From an optimization exercise on the open Yosys and OpenROAD flow, aimed at small area and a short achievable clock period; shortcuts taken in it are not production practice.
In this exercise RTL edits were held to simulation tests only and were not proved equivalent to the original.

==> run D <==
==> flow/design.v (excerpt) <==
module cordic_stage (clk, reset, X_i, Y_i, Z_i, X_O, Y_O, Z_O);
  input clk;
  input reset;
  input  signed [15:0] X_i;
  input  signed [15:0] Y_i;
  input  signed [15:0] Z_i;
  output signed [15:0] X_O;
  output signed [15:0] Y_O;
  output signed [15:0] Z_O;
  reg [16*15-1:0] ws;
  reg [16*15-1:0] vs;
  reg [14:0] q;
  reg [14:0] n;
  reg signed [13:0] z1;
  reg signed [13:0] z2;
  reg signed [12:0] z3;
  reg signed [11:0] z4;
  reg signed [10:0] z5;
  reg signed [9:0]  z6;
  reg signed [8:0]  z7;
  reg signed [7:0]  z8;
  reg signed [6:0]  z9;
  reg signed [5:0]  z10;
  reg signed [4:0]  z11;
  reg signed [3:0]  z12;
  reg signed [2:0]  z13;
  reg signed [1:0]  z14;
  reg               z15;
  reg               z15c, z15i;
  reg        [2:0]  zo;
  reg [15:0] xo, yo;
  reg [1:0]  wfl, vfl;
  reg [1:0]  k0x, k0y;
  reg        c1x;
  reg [1:0]  txr, tyr;
  wire qi = Z_i[15] ^ Z_i[14];
  always @(posedge clk) begin
    ws[15:0] <= X_i ^ {16{qi}};
    vs[15:0] <= Y_i ^ {16{Z_i[15]}};
    q[0]     <= qi;
    n[0]     <= Z_i[14];
    z1       <= {~Z_i[13], Z_i[12:0]};
  end
  wire [13:0] dnext = {z14[1], z13[2], z12[3], z11[4], z10[5], z9[6], z8[7],
                       z7[8], z6[9], z5[10], z4[11], z3[12], z2[13], z1[13]};
  wire signed [13:0] z2n;
  wire [15:0] w1n, v1n;
  cordic_iter #(.J(0), .WI(14), .WO(14), .A(4836)) it0 (.w(ws[15:0]), .v(vs[15:0]),
    .n(n[0]), .q(q[0]), .z(z1), .wo(w1n), .vo(v1n), .zo(z2n));
  wire signed [12:0] z3n;
  wire [15:0] w2n, v2n;
  cordic_iter #(.J(1), .WI(14), .WO(13), .A(2555)) it1 (.w(ws[31:16]), .v(vs[31:16]),
    .n(n[1]), .q(q[1]), .z(z2), .wo(w2n), .vo(v2n), .zo(z3n));
  wire signed [11:0] z4n;
  wire [15:0] w3n, v3n;
  cordic_iter #(.J(2), .WI(13), .WO(12), .A(1297)) it2 (.w(ws[47:32]), .v(vs[47:32]),
    .n(n[2]), .q(q[2]), .z(z3), .wo(w3n), .vo(v3n), .zo(z4n));
  wire signed [10:0] z5n;
  wire [15:0] w4n, v4n;
  cordic_iter #(.J(3), .WI(12), .WO(11), .A(651)) it3 (.w(ws[63:48]), .v(vs[63:48]),
  ...
Settings: LEC_CHECK=0, CAP_MARGIN=20, CORE_MARGIN=2, CORE_UTILIZATION=40, CTS_CLUSTER_DIAMETER=100, CTS_CLUSTER_SIZE=22, GPL_ROUTABILITY_DRIVEN=0, SETUP_SLACK_MARGIN=1.2, SLEW_MARGIN=20, SYNTH_HIERARCHICAL=1, SYNTH_MINIMUM_KEEP_SIZE=0; clock period 3.65 ns.
run.sh (not shown) runs the stock make flow with config.mk's settings and CLKGATE_MAP_FILE= SYNTH_SCRIPT=/design/flow/synth_recipe.tcl, a recipe that flattens the netlist after the stock synthesis.
==> run G (differences from run D) <==
Settings changed: CORE_UTILIZATION 40 to 55, GPL_ROUTABILITY_DRIVEN 0 to not set, PLACE_DENSITY set to 0.7.
==> metrics.cfg <==
[floorplan]
start_util_pct = 55.50

[status]
status = complete, no violations

[drt]
drt_wl_total_um = 73080
dr.max_layer_used = met4
vias = 27170

[clock_network]
cts_resized = 58

[critical_path]
cp-startpoint = vs[138]$_DFF_P_

[sta]
post-route-min-period_ps = 2413
finalWorstSetupSlack_ps = 1237

[final_layout]
ff_latch_area_um2 = 13610

# the run above: run G

==> metrics.cfg <==
[final_layout]
layout_commonest_cell = dfxtp_1

[global_routing]
grt_pass1_wl_um = 126400

[drt]
dr.max_layer_used = met5
drt_wl_total_um = 75440

[status]
status = complete, no violations

[sta]
finalWorstSetupSlack_ps = 1266
post-route-min-period_ps = 2384

[floorplan]
start_util_pct = 40.30

# the run above: run D

## static timing again, ports no longer ideal
No port has a modelled driver above. Below, the same layouts with a new extraction and two added sets of constraints.
Step 1 (the two cells are an assumption about what drives the block):
set clk [get_ports {clk}]
set_driving_cell -lib_cell sky130_fd_sc_hd__clkbuf_16 $clk
set_driving_cell -lib_cell sky130_fd_sc_hd__buf_2 [delete_from_list [all_inputs] $clk]
Step 2 adds t to the input delays and takes it off the output delays; t is the mean of the earliest and latest rising clock arrival at the registers after step 1. Input paths then give back, and output paths get back, about the clock's delay inside the block.
a / b / c = ideal ports / drivers / drivers and shift; a / b = the first two.
run | t, ns | setup WS [ns] | latest minus earliest clock arrival (ns) | cell pins on the clock port's net
run D | 0.655 | 1.266 / 1.266 / 1.266 | 0.022 / 0.023 | 1
run G | 0.645 | 1.237 / 1.237 / 1.237 | 0.031 / 0.031 | 1
After both steps every run listed still meets setup and hold.
